Source: an optimization exercise on an open RTL-to-GDS flow (aim: small area, a short achievable clock period and few clock cycles). Production flows keep margins and buffers that such runs may drop. In this exercise RTL edits were held to simulation tests only and were not proved equivalent to the original. Power and IR drop assume default switching activity.

### flow/flow/run.sh
#!/bin/bash
set -uo pipefail
MARGIN=${MARGIN:-9.5}
bash standard.sh SETUP_SLACK_MARGIN=$MARGIN finish > flow_make.log 2>&1
### flow/standard.sh
#!/bin/bash
# synth_recipe.tcl (not shown) runs the flow's synth.tcl, then flattens the netlist and writes it again
# the make line also repeats each setting of config.mk as NAME=value (left out here)
make -C /OpenROAD-flow-scripts/flow DESIGN_CONFIG=/design/flow/config.mk WORK_HOME=/design/flow/orfs CLKGATE_MAP_FILE= SYNTH_SCRIPT=/design/flow/synth_recipe.tcl "${@:-finish}"
### flow/config.mk
export PLATFORM = sky130hd
export DESIGN_NAME = Cpu
export DESIGN_NICKNAME = Cpu
export VERILOG_FILES = /design/flow/design.v
export SDC_FILE = /design/flow/constraint.sdc
export NUM_CORES = 4
export LEC_CHECK = 0
export CAP_MARGIN = 20
export CORE_MARGIN = 2
export CORE_UTILIZATION = 50
export SLEW_MARGIN = 20
### flow/constraint.sdc
create_clock -name core_clock -period 14.0 [get_ports {clock}]
set_input_delay 2.8000 -clock core_clock [delete_from_list [all_inputs] [get_ports {clock}]]
set_output_delay 2.8000 -clock core_clock [all_outputs]
set_load 0.01 [all_outputs]
### flow/design.v
typedef enum logic[6:0] {
  OP      = 7'b0110011,
  OPIMM   = 7'b0010011,
  LOAD    = 7'b0000011,
  STORE   = 7'b0100011,
  BRANCH  = 7'b1100011,
  JAL     = 7'b1101111,
  JALR    = 7'b1100111,
  LUI     = 7'b0110111,
  AUIPC   = 7'b0010111
} opcode_t;
typedef enum logic[2:0] {
  BYTE  = 3'h0,
  HALF  = 3'h1,
  WORD  = 3'h2,
  BYTEU = 3'h4,
  HALFU = 3'h5,
  ADDRESS =  3'h6
} load_t;
typedef enum logic[1:0] {
  PCSEL_PC = 2'h0,
  PCSEL_PLUS4 = 2'h1,
  PCSEL_ALU = 2'h2
} pcsel_t;
typedef enum logic {
  IRSEL_IR = 1'b0,
  IRSEL_MEM = 1'b1
} irsel_t;
typedef enum logic[1:0] {
  REGSEL_ALU = 2'h0,
  REGSEL_MEM = 2'h1,
  REGSEL_PLUS4 = 2'h2
} regsel_t;
typedef enum logic {
  ALUSEL0_REG = 1'b0,
  ALUSEL0_PC = 1'b1
} alusel0_t;
typedef enum logic {
  ALUSEL1_REG = 1'b0,
  ALUSEL1_IR = 1'b1
} alusel1_t;
typedef enum logic {
  ADDRSEL_PC = 1'b0,
  ADDRSEL_ALU = 1'b1
} addrsel_t;
typedef struct packed {
  logic[6:0] funct7;
  logic[4:0] rs2;
  logic[4:0] rs1;
  logic[2:0] funct3;
  logic[4:0] rd;
  opcode_t  opcode;
} ir_R_t;
typedef struct packed {
  logic[11:0] imm;
  logic[4:0] rs1;
  logic[2:0] funct3;
  logic[4:0] rd;
  opcode_t  opcode;
} ir_I_t;
typedef struct packed {
  logic[6:0] imm1;
  logic[4:0] rs2;
  logic[4:0] rs1;
  logic[2:0] funct3;
  logic[4:0] imm0;
  opcode_t  opcode;
} ir_S_t;
typedef struct packed {
  logic[19:0] imm;
  logic[4:0] rd;
  opcode_t opcode;
} ir_U_t;
typedef enum logic[9:0] {
  ADD   = {3'h0, 7'h00},
  SUB   = {3'h0, 7'h20},
  XOR   = {3'h4, 7'h00},
  OR    = {3'h6, 7'h00},
  AND   = {3'h7, 7'h00},
  SLL   = {3'h1, 7'h00},
  SRL   = {3'h5, 7'h00},
  SRA   = {3'h5, 7'h20},
  SLT   = {3'h2, 7'h00},
  SLTU  = {3'h3, 7'h00}
} operation_t;
typedef enum logic {
  RS1 = 1'b0,
  RSD = 1'b1
} rs1sel_t;
typedef enum logic {
  TMPSEL_BYTE = 1'b0,
  TMPSEL_HALF = 1'b1
} tmpsel_t;
typedef enum logic[1:0] {
  DATAOUTSEL_TMP = 2'h0,
  DATAOUTSEL_REG = 2'h1
} dataoutsel_t;
typedef enum logic[2:0] {
  BEQ = 3'h0,
  BNE = 3'h1,
  BLT = 3'h4,
  BGE = 3'h5,
  BLTU = 3'h6,
  BGEU = 3'h7
} branch_t;
typedef enum logic[1:0] {
  FETCH = 2'h0,  
  PART1 = 2'h1,  
  PART2 = 2'h2,  
  HALT  = 2'h3   
} state_t;
`default_nettype none
module Cpu(
  input  logic        clock,
  input  logic        resetn,
  input  logic [31:0] rdata,
  output logic [31:0] wdata,
  output logic        read, write,
  output logic [31:0] address,
  output logic        halted
);
  logic s_f, s_e, s_m, s_r, s_w, s_h;
  logic [31:0] addr_q;    
  logic [31:0] pc;        
  logic [31:0] ir;
  logic [31:0] wd_q;      
  logic [4:0]  ld_rd;     
  logic        ld_byte, ld_word, ld_uns;
  logic        st_half;
  logic [31:1][31:0] rf;
  logic [31:0] op1_q, op2_q;      
  logic        s1_wb, s1_r2, s1_op;           
  logic        s2_wb, s2_r2, s2_op;           
  logic        b_wb, b_r2, b_op, b_imm;       
  logic [31:0] res2_q;
  logic [31:0] wb_q;              
  logic [4:0]  wb_rd;
  logic        wb_en;
  logic        d_use_rs2, d_sub;    
  logic [4:0]  imm_lo;              
  logic [6:0] opc;
  logic [2:0] f3;
  logic [6:0] f7;
  assign opc = ir[6:0];
  assign f3  = ir[14:12];
  assign f7  = ir[31:25];
  logic is_lui, is_auipc, is_jal, is_jalr, is_br, is_ld, is_st, is_opi, is_op;
  assign is_lui   = opc == 7'b0110111;
  assign is_auipc = opc == 7'b0010111;
  assign is_jal   = opc == 7'b1101111;
  assign is_jalr  = opc == 7'b1100111 && f3 == 3'd0;
  assign is_br    = opc == 7'b1100011 && f3[2:1] != 2'b01;
  assign is_ld    = opc == 7'b0000011 && (f3 == 3'd0 || f3 == 3'd1 || f3 == 3'd2 ||
                                          f3 == 3'd4 || f3 == 3'd5);
  assign is_st    = opc == 7'b0100011 && (f3 == 3'd0 || f3 == 3'd1 || f3 == 3'd2);
  assign is_opi   = opc == 7'b0010011 &&
                    (f3 == 3'd1 ? f7 == 7'h00 :
                     f3 == 3'd5 ? (f7 == 7'h00 || f7 == 7'h20) : 1'b1);
  assign is_op    = opc == 7'b0110011 &&
                    (f7 == 7'h00 || (f7 == 7'h20 && (f3 == 3'd0 || f3 == 3'd5)));
  logic legal;
  assign legal = is_lui | is_auipc | is_jal | is_jalr | is_br | is_ld | is_st |
                 is_opi | is_op;
  logic [31:0] rd1, rd2;
  always_comb begin
    rd1 = '0;
    rd2 = '0;
    for (int k = 1; k < 32; k++) begin
      rd1 = rd1 | ({32{rdata[19:15] == 5'(k)}} & rf[k]);
      rd2 = rd2 | ({32{rdata[24:20] == 5'(k)}} & rf[k]);
    end
  end
  logic [31:0] rs1v, rs2v;
  assign rs1v = ({32{s1_wb}} & wb_q) | ({32{s1_r2}} & res2_q) | ({32{s1_op}} & op1_q);
  assign rs2v = ({32{s2_wb}} & wb_q) | ({32{s2_r2}} & res2_q) | ({32{s2_op}} & op2_q);
  logic [31:0] opb;
  assign opb = ({32{b_wb}} & wb_q) | ({32{b_r2}} & res2_q) | ({32{b_op}} & op2_q) |
               ({32{b_imm}} & {{20{ir[31]}}, ir[31:25], imm_lo});
  logic do_sub;
  assign do_sub = d_sub;
  logic [32:0] sum;
  assign sum = {1'b0, rs1v} + {1'b0, opb ^ {32{do_sub}}} + {32'd0, do_sub};
  logic eq, lt, ltu;
  assign eq  = rs1v == rs2v;
  assign lt  = (rs1v[31] ^ opb[31]) ? rs1v[31] : sum[31];
  assign ltu = ~sum[32];
  logic        sh_left;
  logic [31:0] sh_in, sh_rev, sh_out, sh_res;
  logic [32:0] sh_ext;
  assign sh_left = ~f3[2];
  always_comb
    for (int k = 0; k < 32; k++) sh_rev[k] = rs1v[31 - k];
  assign sh_in  = sh_left ? sh_rev : rs1v;
  assign sh_ext = $signed({ir[30] & rs1v[31] & ~sh_left, sh_in}) >>> opb[4:0];
  assign sh_out = sh_ext[31:0];
  always_comb
    for (int k = 0; k < 32; k++) sh_res[k] = sh_left ? sh_out[31 - k] : sh_out[k];
  logic [31:0] alu_res;
  always_comb
    case (f3)
      3'd0:    alu_res = sum[31:0];
      3'd1:    alu_res = sh_res;
      3'd2:    alu_res = {31'd0, lt};
      3'd3:    alu_res = {31'd0, ltu};
      3'd4:    alu_res = rs1v ^ opb;
      3'd5:    alu_res = sh_res;
      3'd6:    alu_res = rs1v | opb;
      default: alu_res = rs1v & opb;
    endcase
  logic bltu, blt, cond;
  assign bltu = rs1v < rs2v;
  assign blt  = (rs1v[31] ^ rs2v[31]) ? rs1v[31] : bltu;
  assign cond = (f3[2] ? (f3[1] ? bltu : blt) : eq) ^ f3[0];
  logic [31:0] tgt_imm, tgt_base, tgt;
  always_comb begin
    if (s_m | s_w)
      tgt_imm = 32'd4;
    else if (ir[2] & ir[4])    
      tgt_imm = {ir[31:12], 12'd0};
    else if (ir[3])            
      tgt_imm = {{12{ir[31]}}, ir[19:12], ir[20], ir[30:21], 1'b0};
    else                       
      tgt_imm = {{20{ir[31]}}, ir[7], ir[30:25], ir[11:8], 1'b0};
  end
  assign tgt_base = (is_lui & ~(s_m | s_w)) ? 32'd0 : pc;
  assign tgt = tgt_base + tgt_imm;
  logic [31:0] inc;
  assign inc = addr_q + 32'd4;
  logic mem_op;      
  logic is_sw;
  assign mem_op    = is_ld | is_st;
  assign is_sw     = is_st & f3[1];
  logic [31:0] res_e;
  always_comb begin
    if (ir[2] & ir[4])                      
      res_e = tgt;
    else if (ir[2])                         
      res_e = addr_q;
    else
      res_e = alu_res;
  end
  logic [31:0] ld_ext;
  logic        ld_sign;
  assign ld_sign = ~ld_uns & (ld_byte ? rdata[7] : rdata[15]);
  assign ld_ext = {ld_word ? rdata[31:16] : {16{ld_sign}},
                   ld_byte ? {8{ld_sign}} : rdata[15:8],
                   rdata[7:0]};
  logic        rf_we;
  logic [4:0]  rf_wa;
  logic [31:0] rf_wd;
  assign rf_we = s_m | (s_e & (is_op | is_opi | is_lui | is_auipc | is_jal | is_jalr));
  assign rf_wa = s_m ? ld_rd : ir[11:7];
  assign rf_wd = s_m ? ld_ext : res_e;
  always_ff @(posedge clock, negedge resetn)
    if (~resetn)
      wb_en <= 1'b0;
    else
      wb_en <= rf_we & (rf_wa != 5'd0);
  always_ff @(posedge clock) begin
    wb_q  <= rf_wd;
    wb_rd <= rf_wa;
    for (int k = 1; k < 32; k++)
      if (wb_en && wb_rd == 5'(k)) rf[k] <= wb_q;
  end
  logic fwd_e1, fwd_e2, fwd_m1, fwd_m2, fwx1, fwx2, use_rs2_d;
  assign fwx1 = wb_en & (rdata[19:15] == wb_rd);
  assign fwx2 = wb_en & (rdata[24:20] == wb_rd);
  assign use_rs2_d = rdata[5] & ~rdata[2] & (rdata[4] | rdata[6]);
  assign fwd_e1 = s_e & rf_we & (ir[11:7] != 5'd0) & (rdata[19:15] == ir[11:7]);
  assign fwd_e2 = s_e & rf_we & (ir[11:7] != 5'd0) & (rdata[24:20] == ir[11:7]);
  assign fwd_m1 = (ld_rd != 5'd0) & (ir[19:15] == ld_rd);
  assign fwd_m2 = (ld_rd != 5'd0) & (ir[24:20] == ld_rd);
  always_ff @(posedge clock) begin
    if (s_f | s_e) begin
      op1_q <= rd1;
      op2_q <= rd2;
      d_use_rs2 <= use_rs2_d;
      imm_lo    <= (~rdata[6] & rdata[5] & ~rdata[4]) ? rdata[11:7] : rdata[24:20];
      res2_q    <= wb_q;
      d_sub     <= (rdata[4] & rdata[14:13] == 2'b01) |
                   (rdata[4] & rdata[5] & rdata[14:12] == 3'd0 & rdata[30]);
    end
    if (s_f | s_e) begin
      s1_wb <= fwd_e1;
      s1_r2 <= ~fwd_e1 & fwx1;
      s1_op <= ~fwd_e1 & ~fwx1;
      s2_wb <= fwd_e2;
      s2_r2 <= ~fwd_e2 & fwx2;
      s2_op <= ~fwd_e2 & ~fwx2;
      b_wb  <= use_rs2_d & fwd_e2;
      b_r2  <= use_rs2_d & ~fwd_e2 & fwx2;
      b_op  <= use_rs2_d & ~fwd_e2 & ~fwx2;
      b_imm <= ~use_rs2_d;
    end else if (s_m) begin
      if (fwd_m1) {s1_wb, s1_r2, s1_op} <= 3'b100;
      if (fwd_m2) {s2_wb, s2_r2, s2_op} <= 3'b100;
      if (fwd_m2) {b_wb, b_r2, b_op} <= {d_use_rs2, 2'b00};
    end
  end
  logic        br_taken;    
  logic        use_sum;     
  logic        use_tgt;     
  logic [31:0] addr_pre, addr_d;
  assign br_taken = s_e & is_br & cond;
  assign use_sum  = s_e & (mem_op | is_jalr);
  assign use_tgt  = (s_e & is_jal) | s_m | s_w;
  always_comb begin
    if (use_tgt)
      addr_pre = tgt;
    else if (s_r)
      addr_pre = addr_q;
    else
      addr_pre = inc;
    if (use_sum)
      addr_pre = {sum[31:1], sum[0] & ~is_jalr};
    addr_d = br_taken ? tgt : addr_pre;
  end
  always_ff @(posedge clock, negedge resetn) begin
    if (~resetn) begin
      {s_f, s_e, s_m, s_r, s_w, s_h} <= 6'b100000;
      addr_q <= 32'd0;
    end else begin
      addr_q <= addr_d;
      s_f <= (s_e & legal & (is_jal | is_jalr)) | br_taken;
      s_e <= s_f | s_m | s_w |
             (s_e & legal & ~(is_jal | is_jalr | mem_op) & ~br_taken);
      s_m <= s_e & is_ld;
      s_r <= s_e & is_st & ~f3[1];
      s_w <= s_r | (s_e & is_sw);
      s_h <= s_h | (s_e & ~legal);
    end
  end
  always_ff @(posedge clock) begin
    if (s_f | s_e) begin
      ir <= rdata;
      pc <= addr_q;
    end
    if (s_e) begin
      ld_rd   <= ir[11:7];
      ld_byte <= f3[1:0] == 2'd0;
      ld_word <= f3[1];
      ld_uns  <= f3[2];
      st_half <= f3[0];
    end
    if (s_r)
      wd_q <= {rdata[31:16], st_half ? wd_q[15:8] : rdata[15:8], wd_q[7:0]};
    else
      wd_q <= rs2v;
  end
  assign address = addr_q;
  assign read    = ~s_w;
  assign write   = s_w;
  assign wdata   = wd_q;
  assign halted  = s_h;
endmodule
==> out/qor.txt, run 1 <==
Outcome: timing/DRC/antenna clean
# rows: 130
Reg-to-reg endpoint: addr_q[28]
Drt initial violations: 13,802
H-Tree Depth: 4
Worst-path clk slew: 0.06 ns
Worst-path fanout max: 8
Largest net degree at the start of global routing: 62
Post-synthesis sequential area ratio: 59.73%
Hold Vio Cnt, Final: 0
CP max stage delay: 0.52 ns
Pins Over Slew Limit: 0
Final RePlAce weighted congestion: 1.024
Die H: 360.2 um
Vias in the first global route: 52,950
Clk root buf: clkbuf_16
Top_reg_cell synth: edfxtp_1
Core box area: 125,700 sq um
Final #Nets: 5,510
Filler Cell Count: 9,935
Count of flip-flops with a built-in enable after synthesis: 1,194
DR WL/cell: 47.60 um
Die W: 360.2 um
Worst EP arrival: 5.37 ns
Least-Margin Pin Slew: 1.251 ns
Top Ports: 101
Leakage: 26.04 nW
Max Cap Viol: 0
Via density: 8.194
Max frequency: 214.3 MHz
Worst Path Buf+Inv: 6
Final setup viols: 0
1st-pass router iterations: 13
RSZ-0062 raised after global routing: true
DPL Wire Length: 184.2 mm
First-pass GRT wire length: 447.9 mm
Hold Crit Class: flop to flop
Layout cells sized above 1: 17.93%
Port Buffers: 100
Crit path kind: flop to flop
DRT Wirelength: 338.2 mm
Setup TNS: 0 ns
Slowest stage cell, crit path: a222oi_1
Critical Path Start Type: flop
Drt drc: 0
Post-synthesis register bit count: 1,286
Post-Syn Instances: 5,046
CP endpoint kind: flop
VDD IR max: 124.1 uV
Hold_buf cts: 0
Critical-path cell list: buf_12 -> buf_4 -> a222oi_1 -> buf_4 -> inv_1 -> ha_1 -> a2111oi_0 -> o21a_1 -> a221o_1 -> nand3_1 -> a221oi_4 -> nand3_2 -> buf_8 -> nor2_4 -> buf_8 -> nand2_1 -> o31ai_1
Hold_ws: 0.4908 ns
R2R Setup Slk: 9.33 ns
GRT Resource Usage Total: 50.63%
Slew HR: 16.59%
Fin util: 60.33%
Endpoint, Worst Hold: s_h
Count of cell types in the netlist: 96
CTS tree: built
Clock Path Buffers: 3
Ys async rst share: 3.033%
Post-Syn Area: 63,440 sq um
Req. time, crit path: 14.71 ns
Syn avg cell area: 12.57 sq um
Initial antenna violation count: 21
Tmin final: 4.666 ns
Setup Skew: 0.04593 ns
WHS Path Cells: 1
Die ar.: 129,700 sq um
CP top delay family: compound AO/OA/AOI/OAI gates
Synth warn: 1
Initial core utilization: 50.45%
Worst reg2reg path startpoint: s1_wb
Skew-Pair Late Insertion Delay: 0.83 ns
Routed Antenna Nets: 0
Worst hold start: s_h
Area Overhead vs Synth: 19.57%
Final Cycle Share: 33.33%
Vias: 58,218
Most flops, register: rf
TritonCTS Buffers: 136
Total gr overflow: 0
Synthesized Nets: 5,240
# clock sinks: 1,286
FF-to-FF path depth: 17
Max reg flops: 992
Pwr per Cell Area: 108.5 nW/um^2
-- cell families (layout without fill, tap and decap cells) --
| group | count (synthesis) | after routing | share of synthesized area (%) |
|---|---|---|---|
| AO/OA/AOI/OAI | 1754 | 1754 | 20.85 |
| XOR/XNOR | 134 | 134 | 1.850 |
| adder cells (fa/ha/maj) | 160 | 160 | 3.179 |
| buffers and inverters | 468 | 849 | 2.838 |
| flip-flops | 1286 | 1286 | 59.73 |
| multiplexers | 156 | 156 | 3.069 |
| other | 0 | 27 | 0 |
| AND/OR/NAND/NOR | 1088 | 1089 | 8.485 |
-- worst register-to-register path, delay by kind of cell, from the launching register on --
family                     cells  cell delay (ns)
DFF                            1             0.44
and+or+nand+nor                4             0.68
adders and majority gates      1             0.38
buffers and inverters          6             1.26
AOI/OAI and AO/OA              6             1.79
-- cells in the final DEF, fill, tap and decap left out, types with 38 or more instances in the layout --
| master | count |
|---|---|
| nand3_1 | 209 |
| mux2i_1 | 91 |
| a22oi_1 | 641 |
| o21ai_0 | 97 |
| nor2_4 | 99 |
| xor2_1 | 63 |
| dfxtp_1 | 43 |
| nor2_1 | 152 |
| buf_12 | 49 |
| inv_1 | 95 |
| xnor2_1 | 51 |
| a21oi_1 | 178 |
| a22o_1 | 170 |
| a222oi_1 | 131 |
| nand2_1 | 207 |
| buf_6 | 38 |
| buf_4 | 261 |
| or4_1 | 46 |
| edfxtp_1 | 1194 |
| and2_1 | 44 |
| clkbuf_16 | 145 |
| ha_1 | 148 |
| a221oi_1 | 154 |
| nand4_1 | 116 |
| dlygate4sd2_1 | 56 |
-- stage by stage --
step                cells  worst slack [ns]  instance area (sq um)  power (mW)
floorplan            5046             9.480                  63820       4.343
global placement     6657             7.909                  67550       4.449
detailed placement   6662             7.819                  67590       4.451
CTS                  7039             9.368                  74820       8.175
global route         7080             9.400                  75790       8.343
finish               7105             9.334                  75850       8.229
-- routing by layer --
layer | global-route usage, % | wire, um | vias up
met4 | 39.96 | 36120 | 16
li1 | - | - | 21362
met2 | 71.52 | 137700 | 6815
met5 | 1.628 | 312 | -
met3 | 22.31 | 56030 | 2028
met1 | 59.95 | 108000 | 27997
-- cell usage after synthesis (32+ instances only) --
master    count  share of area, %
mux2_2       34              0.60
o21ai_1      34              0.27
clkbuf_1    311               1.8
mux2i_1      91               1.4
ha_1        158               3.1
o22ai_1      32              0.32
xnor2_1      65              0.90
xor2_1       69              0.95
and2_1       45              0.44
nand2_1     226               1.3
nor3_1       33              0.26
o21ai_0     102              0.80
a21o_1       37              0.44
edfxtp_1   1194                57
a221oi_1    165               2.3
or4_1        52              0.62
a21oi_1     183               1.4
dfxtp_1      53               1.7
a222oi_1    131               2.1
nand4_1     116               1.1
inv_1       105              0.62
nor2_1      253               1.5
a22oi_1     645               7.6
a22o_1      170               2.3
dfrtp_1      38               1.5
nand3_1     231               1.8
-- cell type report --
type,instances,area [sq um],area share (%)
Antenna cell,27,67.56,0.08908
Clock buffer,172,3685,4.858
Clock inverter,78,945.9,1.247
Inverter,115,488.0,0.6433
Multi-Input combinational cell,3293,25500,33.62
Sequential cell,1286,37950,50.03
Tap cell,1650,2064,2.722
Timing Repair Buffer,484,5150,6.790
-- timing repair --
action / CTS / global route
setup endpoints to repair: 177 / 100
resized for setup: 349 / 142
cloned: 20 / 5
pin swaps: 48 / 45
buffers inserted: 107 / 34
-- report_power, final --
| part | internal (mW) | leakage [nW] | total (mW) | switching, mW |
|---|---|---|---|---|
| combinational | 0.0946 | 12.2 | 0.282 | 0.188 |
| clock | 2.13 | 2.22 | 3.80 | 1.67 |
| sequential | 4.14 | 11.7 | 4.14 | 0 |
-- worst max-delay path by stage --
stage	startpoint	endpoint	slack [ns]	cells past startpoint
after floorplan	rdata[15]	op1_q[29]	9.48	9
after global placement	rdata[22]	op2_q[31]	7.91	9
after detailed placement	rdata[22]	op2_q[31]	7.82	9
after CTS	b_wb	wb_q[22]	9.37	17
after global routing	s1_wb	wb_q[22]	9.40	16
final	s1_wb	addr_q[28]	9.33	17
Testbench counts, summed over its fixed seeds: cycles 77,732.
==> run 2, diff against run 1 <==
--- a/flow/config.mk
+++ b/flow/config.mk
@@ -10,2 +10,4 @@
 export CORE_UTILIZATION = 50
+export CTS_CLUSTER_DIAMETER = 60
+export CTS_CLUSTER_SIZE = 28
 export SLEW_MARGIN = 20
==> out/qor.txt, run 2 <==
CTS tree: built
Max reg flops: 992
Final Power: 7.844 mW
Reg-to-reg endpoint: wb_q[22]
# rows: 130
Worst reg2reg path startpoint: s1_wb
RSZ-0062 raised after global routing: true
Least-Margin Pin Slew: 1.261 ns
Syn avg cell area: 12.57 sq um
Most common cell in the synthesized netlist: edfxtp_1
Multiplexer share of the synthesized area: 3.069%
Fin util: 60.06%
Via density: 8.133
Routed Antenna Nets: 0
Max Cap Viol: 0
First-pass GRT wire length: 444.7 mm
Most frequent cells in the layout: 1,194 x edfxtp_1, 643 x a22oi_1, 272 x buf_4, 210 x nand3_1, 205 x nand2_1
Max frequency: 214.4 MHz
Worst-path fanout max: 8
Clock Path Buffers: 3
Final Cycle Share: 33.32%
Cell accounting for the most synthesized area: edfxtp_1
Total gr overflow: 0
Int Pwr: 5.880 mW
Synth Area in XOR/XNOR: 1.850%
Sw power: 1.964 mW
Count of cell types in the netlist: 96
Leakage: 25.83 nW
Area fraction of the dominant cell type after synthesis: 56.52%
Main combinational cell family by area after synthesis: compound AO/OA/AOI/OAI gates
Vias in the first global route: 52,639
GRT Resource Usage Total: 50.16%
Hold_buf cts: 0
Post-Syn Instances: 5,046
Initial antenna violation count: 18
Ys async rst share: 3.033%
Layout cells sized above 1: 18.30%
1st-pass router iterations: 14
Area contributors post-synth: edfxtp_1 57%, a22oi_1 7.6%, ha_1 3.1%, a22o_1 2.3%, a221oi_1 2.3%
Die ar.: 129,700 sq um
Most common library cells after synthesis: 1,194 x edfxtp_1, 645 x a22oi_1, 311 x clkbuf_1, 253 x nor2_1, 231 x nand3_1
FF-to-FF path depth: 15
Die W: 360.2 um
Tmin final: 4.665 ns
WHS Path Cells: 1
DPL Wire Length: 184.2 mm
Synth warn: 1
Worst-path clk slew: 0.08 ns
Largest net degree at the start of global routing: 62
Drt initial violations: 13,682
Crit path kind: flop to flop
Slew HR: 15.05%
Top Ports: 101
Commonest non-fill, non-tap cell in the layout: edfxtp_1
Synth Area in Simple Gates: 8.485%
Pwr per Cell Area: 103.9 nW/um^2
Vias: 57,440
Area Overhead vs Synth: 19.04%
CP Launch Point: s1_wb
Pins Over Slew Limit: 0
Synthesized Nets: 5,240
Combinational power share: 3.6%
Sw frac: 25.03%
Worst hold start: s_h
Post-Syn Area: 63,440 sq um
Req. time, crit path: 14.66 ns
Register share of total power: 52.8%
Initial core utilization: 50.45%
Crit path capture: wb_q[22]
Final setup viols: 0
Post-synthesis register bit count: 1,286
Count of flip-flops with a built-in enable after synthesis: 1,194
H-Tree Depth: 3
Clk root buf: clkbuf_16
VDD IR max: 140.8 uV
Compound-Gate Fraction of Synth Area: 20.85%
Adder-cell share of the synthesized area: 3.179%
Core box area: 125,700 sq um
Worst EP arrival: 5.33 ns
Final #Nets: 5,490
Hold Vio Cnt, Final: 0
Final RePlAce weighted congestion: 1.024
Drt drc: 0
Die H: 360.2 um
Clock Power Share: 43.6%
DR WL/cell: 47.55 um
DRT Wirelength: 335.9 mm
Skew-Pair Late Insertion Delay: 0.80 ns
Top_reg_cell synth: edfxtp_1
Filler Cell Count: 9,928
Port Buffers: 100
Critical Path Start Type: flop
Most flops, register: rf
R2R Setup Slk: 9.34 ns
Post-synthesis sequential area ratio: 59.73%
Setup Skew: 0.09239 ns
Setup TNS: 0 ns
CP endpoint kind: flop
Outcome: timing/DRC/antenna clean
TritonCTS Buffers: 103
# clock sinks: 1,286
Hold Crit Class: flop to flop
-- run 2: worst min path at each step --
stage	end	slack [ns]
finish	s_h	0.51
global route	s_h	0.51
CTS	s_h	0.49
detailed placement	s_h	0.48
global placement	s_h	0.47
floorplan	st_half	0.42
-- run 2: kinds of logic after synthesis --
kind of cell    Yosys count
xor+xnor                134
simple gates           1088
buf+inv                 468
fa+ha+maj               160
flops                  1286
mux                     156
compound gates         1754
-- run 2: power by group through the flow --
stage          logic (mW)  clock network [mW]  registers [mW]
2_1_floorplan       0.115                   0            4.23
3_3_place_gp        0.221                   0            4.23
3_5_place_dp        0.223                   0            4.23
4_1_cts             0.253                3.40            4.14
5_1_grt             0.282                3.54            4.14
6_report            0.286                3.42            4.14
-- run 2: area by class of cell --
class	count	area (sq um)	area share, %
Clock buffer	107	2635	3.489
Sequential cell	1286	37950	50.25
Clock inverter	89	1429	1.892
Tap cell	1650	2064	2.734
Timing Repair Buffer	497	5333	7.062
Inverter	115	479.2	0.6346
Antenna cell	26	65.06	0.08616
Multi-Input combinational cell	3293	25560	33.85
-- run 2: what timing repair did --
action / 4_1_cts / 5_1_grt
gates cloned: 19 / 6
buffers inserted: 109 / 45
setup endpoints to repair: 166 / 111
pin swaps: 44 / 64
hold endpoints to repair: 0 / 0
resized for setup: 330 / 156
-- run 2: per-stage QoR --
step | setup slack (ns) | hold WS, ns | area, sq um | instances
floorplan | 9.480 | 0.4244 | 63820 | 5046
global placement | 7.909 | 0.4705 | 67550 | 6657
detailed placement | 7.819 | 0.4755 | 67590 | 6662
CTS | 9.372 | 0.4906 | 74250 | 6986
global route | 9.384 | 0.5087 | 75460 | 7042
finish | 9.335 | 0.5058 | 75510 | 7063
-- run 2: routing by layer --
layer	vias to the layer above	track usage [%]	part of all wire, %
met5	-	3.330	0.19
met4	18	40.02	11
met3	1977	22.33	16
met2	6338	70.72	41
met1	27773	59.04	32
li1	21334	-	-
-- run 2: critical path: stages (launching register included) --
cell and delay (ns):
edfxtp_1 0.45, buf_12 0.19, a222oi_1 0.53, buf_4 0.26
inv_1 0.12, ha_2 0.43, o211ai_1 0.13, o211ai_1 0.31
a41oi_2 0.21, buf_4 0.20, a211oi_4 0.32, nand3_2 0.19
a21oi_4 0.32, a221oi_1 0.15, a211o_1 0.44, a31oi_1 0.28
==> run 3, diff against run 2 <==
--- a/flow/design.v
+++ b/flow/design.v
@@ -134,2 +134,3 @@
   logic        b_wb, b_r2, b_op, b_imm;       
+  logic        r_add, r_sh, r_slt, r_sltu, r_xor, r_or, r_and, r_tgt, r_link;
   logic [31:0] res2_q;
@@ -197,14 +198,2 @@
     for (int k = 0; k < 32; k++) sh_res[k] = sh_left ? sh_out[31 - k] : sh_out[k];
-  logic [31:0] alu_res;
-  always_comb
-    case (f3)
-      3'd0:    alu_res = sum[31:0];
-      3'd1:    alu_res = sh_res;
-      3'd2:    alu_res = {31'd0, lt};
-      3'd3:    alu_res = {31'd0, ltu};
-      3'd4:    alu_res = rs1v ^ opb;
-      3'd5:    alu_res = sh_res;
-      3'd6:    alu_res = rs1v | opb;
-      default: alu_res = rs1v & opb;
-    endcase
   logic bltu, blt, cond;
@@ -233,10 +222,11 @@
   logic [31:0] res_e;
-  always_comb begin
-    if (ir[2] & ir[4])                      
-      res_e = tgt;
-    else if (ir[2])                         
-      res_e = addr_q;
-    else
-      res_e = alu_res;
-  end
+  assign res_e = ({32{r_add}}  & sum[31:0]) |
+                 ({32{r_sh}}   & sh_res) |
+                 ({32{r_slt}}  & {31'd0, lt}) |
+                 ({32{r_sltu}} & {31'd0, ltu}) |
+                 ({32{r_xor}}  & (rs1v ^ opb)) |
+                 ({32{r_or}}   & (rs1v | opb)) |
+                 ({32{r_and}}  & (rs1v & opb)) |
+                 ({32{r_tgt}}  & tgt) |             
+                 ({32{r_link}} & addr_q);           
   logic [31:0] ld_ext;
@@ -277,2 +267,11 @@
       d_use_rs2 <= use_rs2_d;
+      r_add  <= rdata[4] & ~rdata[2] & rdata[14:12] == 3'd0;
+      r_sh   <= rdata[4] & ~rdata[2] & rdata[13:12] == 2'd1;
+      r_slt  <= rdata[4] & ~rdata[2] & rdata[14:12] == 3'd2;
+      r_sltu <= rdata[4] & ~rdata[2] & rdata[14:12] == 3'd3;
+      r_xor  <= rdata[4] & ~rdata[2] & rdata[14:12] == 3'd4;
+      r_or   <= rdata[4] & ~rdata[2] & rdata[14:12] == 3'd6;
+      r_and  <= rdata[4] & ~rdata[2] & rdata[14:12] == 3'd7;
+      r_tgt  <= rdata[4] & rdata[2];
+      r_link <= ~rdata[4] & rdata[2];
       imm_lo    <= (~rdata[6] & rdata[5] & ~rdata[4]) ? rdata[11:7] : rdata[24:20];
--- a/flow/config.mk
+++ b/flow/config.mk
@@ -10,4 +10,2 @@
 export CORE_UTILIZATION = 50
-export CTS_CLUSTER_DIAMETER = 60
-export CTS_CLUSTER_SIZE = 28
 export SLEW_MARGIN = 20
==> out/qor.txt, run 3 <==
Count of flip-flops with a built-in enable after synthesis: 1,203
Filler Cell Count: 10,042
Layout cells sized above 1: 15.00%
Post-Syn Instances: 5,016
Clk root buf: clkbuf_16
Sw power: 1.826 mW
VDD IR max: 103.0 uV
Hold_buf cts: 0
Largest net degree at the start of global routing: 122
TritonCTS Buffers: 137
CTS tree: built
Ys async rst share: 3.012%
1st-pass router iterations: 14
# rows: 130
Slew HR: 17.53%
Critical Path Start Type: input port
Setup Skew: 0.02604 ns
Worst-path fanout max: 9
Vias in the first global route: 51,768
Final RePlAce weighted congestion: 1.056
H-Tree Depth: 4
Drt drc: 0
FF-to-FF path depth: 17
Setup TNS: 0 ns
Area fraction of the dominant cell type after synthesis: 57.24%
RSZ-0062 raised after global routing: true
Register Area: 38,210 sq um
Max frequency: 216.9 MHz
Area Overhead vs Synth: 17.45%
Hold_ws: 0.5230 ns
Req. time, crit path: 14.59 ns
Commonest non-fill, non-tap cell in the layout: edfxtp_1
Vias: 56,369
CP max stage delay: 0.79 ns
Most used cell, CP: a21oi_1
CP top delay family: compound AO/OA/AOI/OAI gates
Clock Power Share: 46.0%
Skew-Pair Late Insertion Delay: 0.81 ns
Final setup viols: 0
Most flops, register: rf
Via density: 8.055
Worst EP arrival: 5.20 ns
Least-Margin Pin Slew: 1.231 ns
Layout Cells excl Fill: 6,998
Tmin final: 4.610 ns
Initial antenna violation count: 31
DR WL/cell: 46.29 um
Outcome: timing/DRC/antenna clean
Total gr overflow: 0
Syn avg cell area: 12.58 sq um
Hold Vio Cnt, Final: 0
Core box area: 125,400 sq um
Critical-path cell list: clkdlybuf4s50_1 -> a21oi_1 -> o31ai_4 -> buf_4 -> a21oi_1 -> a21oi_1
# clock sinks: 1,295
Post-synthesis sequential area ratio: 60.47%
Leakage: 24.91 nW
Slowest stage cell, crit path: a21oi_1
Combinational power share: 3.5%
Post-synthesis register bit count: 1,295
DR WL met3: 52.81 mm
Stages on the worst setup path: 6
R2R Setup Slk: 9.47 ns
Max Cap Viol: 0
Crit path kind: input port to flop
Worst Path Buf+Inv: 2
Met2 WL: 131.1 mm
Final Power: 8.278 mW
Port Buffers: 100
Sw frac: 22.06%
Final Cycle Share: 32.93%
Drt initial violations: 14,355
Placed cells: 6,639
First-pass GRT wire length: 430.6 mm
Design area: 74,130 sq um
Cell accounting for the most synthesized area: edfxtp_1
Uppermost layer routed: met5
Final #Nets: 5,418
Hold Crit Class: flop to flop
Register share of total power: 50.4%
Max reg flops: 992
Most common cell in the synthesized netlist: edfxtp_1
Count of cell types in the netlist: 84
Die W: 359.3 um
Pwr per Cell Area: 111.7 nW/um^2
Clock Path Buffers: 3
Pins Over Slew Limit: 0
M1 WL: 103.8 mm
Most common library cells after synthesis: 1,203 x edfxtp_1, 627 x a22oi_1, 300 x clkbuf_1, 279 x nand2_1, 262 x nor2_1
CP endpoint kind: flop
Area contributors post-synth: edfxtp_1 57%, a22oi_1 7.5%, ha_1 3.1%, a221oi_1 2.7%, a22o_1 2.3%
Most frequent cells in the layout: 1,203 x edfxtp_1, 626 x a22oi_1, 268 x nand2_1, 224 x nand3_1, 206 x buf_4
WHS Path Cells: 2
Int Pwr: 6.452 mW
Top Ports: 101
Worst-path clk slew: 0.06 ns
Initial core utilization: 50.33%
Multi-input logic area: 24,560 sq um
Post-Syn Area: 63,110 sq um
GRT Resource Usage Total: 48.55%
DRT Wirelength: 324.0 mm
Top_reg_cell synth: edfxtp_1
Synth warn: 1
Placed instance area: 67,350 sq um
Die H: 359.3 um
Synthesized Nets: 5,210
DPL Wire Length: 177.5 mm
Routed Antenna Nets: 0
Die ar.: 129,100 sq um
## run 3: layer usage
metal / up-vias / global-route usage [%]
li1: 21066 / -
met3: 1954 / 20.94
met4: 20 / 40.58
met1: 27010 / 56.92
met5: - / 0.5919
met2: 6319 / 68.68
## run 3: worst register-to-register path, cell delays in order (launching register included)
cell and delay, ns:
edfxtp_1 0.44, nand3_1 0.18, nor2_1 0.07, and4_4 0.19, buf_4 0.16, nor2b_1 0.12
ha_1 0.22, inv_1 0.08, fa_1 0.47, nor2b_1 0.17, o211ai_1 0.17, a211o_1 0.37
nand2_1 0.14, a31oi_1 0.15, xnor2_1 0.83, o211ai_1 0.15, a21oi_1 0.24, a21oi_1 0.18
## run 3: power groups by stage
stage | Combinational [mW] | Clock, mW | Sequential [mW]
6_report | 0.291 | 3.81 | 4.18
5_1_grt | 0.289 | 3.95 | 4.17
4_1_cts | 0.266 | 3.79 | 4.18
3_5_place_dp | 0.244 | 0 | 4.26
3_3_place_gp | 0.242 | 0 | 4.26
2_1_floorplan | 0.134 | 0 | 4.26
## run 3: area by class of cell
| class | count | share of cell area [%] |
|---|---|---|
| repair buffers | 409 | 5.664 |
| clock inverters | 78 | 1.295 |
| well taps | 1650 | 2.785 |
| clock buffers | 169 | 4.900 |
| inverters | 119 | 0.6194 |
| diodes | 16 | 0.05401 |
| multi-input cells | 3262 | 33.14 |
| flip-flops and latches | 1295 | 51.55 |
## run 3: stage by stage
step | util, % | setup slack, ns
floorplan | - | 9.473
global placement | 53.69 | 7.816
detailed placement | 53.70 | 7.789
CTS | 58.70 | 9.379
global route | 59.08 | 9.357
finish | 59.11 | 9.390
## run 3: cell families (layout without fill, tap and decap cells)
| group | count (synthesis) | after routing | synth area share, % |
|---|---|---|---|
| AOI/OAI and AO/OA | 1689 | 1689 | 20.36 |
| xor gates and xnor gates | 143 | 143 | 1.984 |
| adders and majority gates | 160 | 160 | 3.196 |
| buffers and inverters | 460 | 775 | 2.777 |
| DFF | 1295 | 1295 | 60.47 |
| muxes | 119 | 119 | 2.377 |
| other | 0 | 16 | 0 |
| and+or+nand+nor | 1150 | 1151 | 8.840 |
## run 3: timing repair
item                                    4_1_cts  5_1_grt
gates cloned                                 13        1
buffers inserted                             66       16
endpoints found under the setup margin      173      100
gates resized for setup                     291       75
pin swaps                                    25       19
## run 3: worst paths after layout
kind	startpoint	end
max reg2reg	ir[0]	wb_q[21]
min in group asynchronous	resetn	s_h
max	rdata[7]	wb_q[21]
min	d_use_rs2	b_wb
max in group asynchronous	resetn	addr_q[30]
min reg2reg	d_use_rs2	b_wb
Testbench counts of run 3, summed over its fixed seeds: cycles 77,732.

==> static timing again, ports no longer ideal <==
No port has a modelled driver above. Below, the same layouts with a new extraction and two added sets of constraints.
Step 1: set_driving_cell puts a clkbuf_16 on clock and a buf_2 on each other input, an assumption about the parent block.
Step 2 times the ports against the registers' clock, not the clock port: input delays grow and output delays shrink by t, the midpoint of the rising clock arrivals with the driver on.
Slacks: no drivers / after step 1 / after step 2; pairs: no drivers / after step 1.
| run | shift t [ns] | setup slack, ns | worst slew at a driven data input, ns |
|---|---|---|---|
| run 1 | 0.883 | 9.334 / 9.334 / 8.630 | 0.04 |
| run 2 | 0.839 | 9.335 / 9.335 / 8.609 | 0.05 |
| run 3 | 0.881 | 9.390 / 9.433 / 8.563 | 0.05 |
After both steps every run listed still meets setup and hold. For run 3, which loses most, drivers alone change the setup slack by +0.043 ns; drivers and shift together by -0.827 ns.
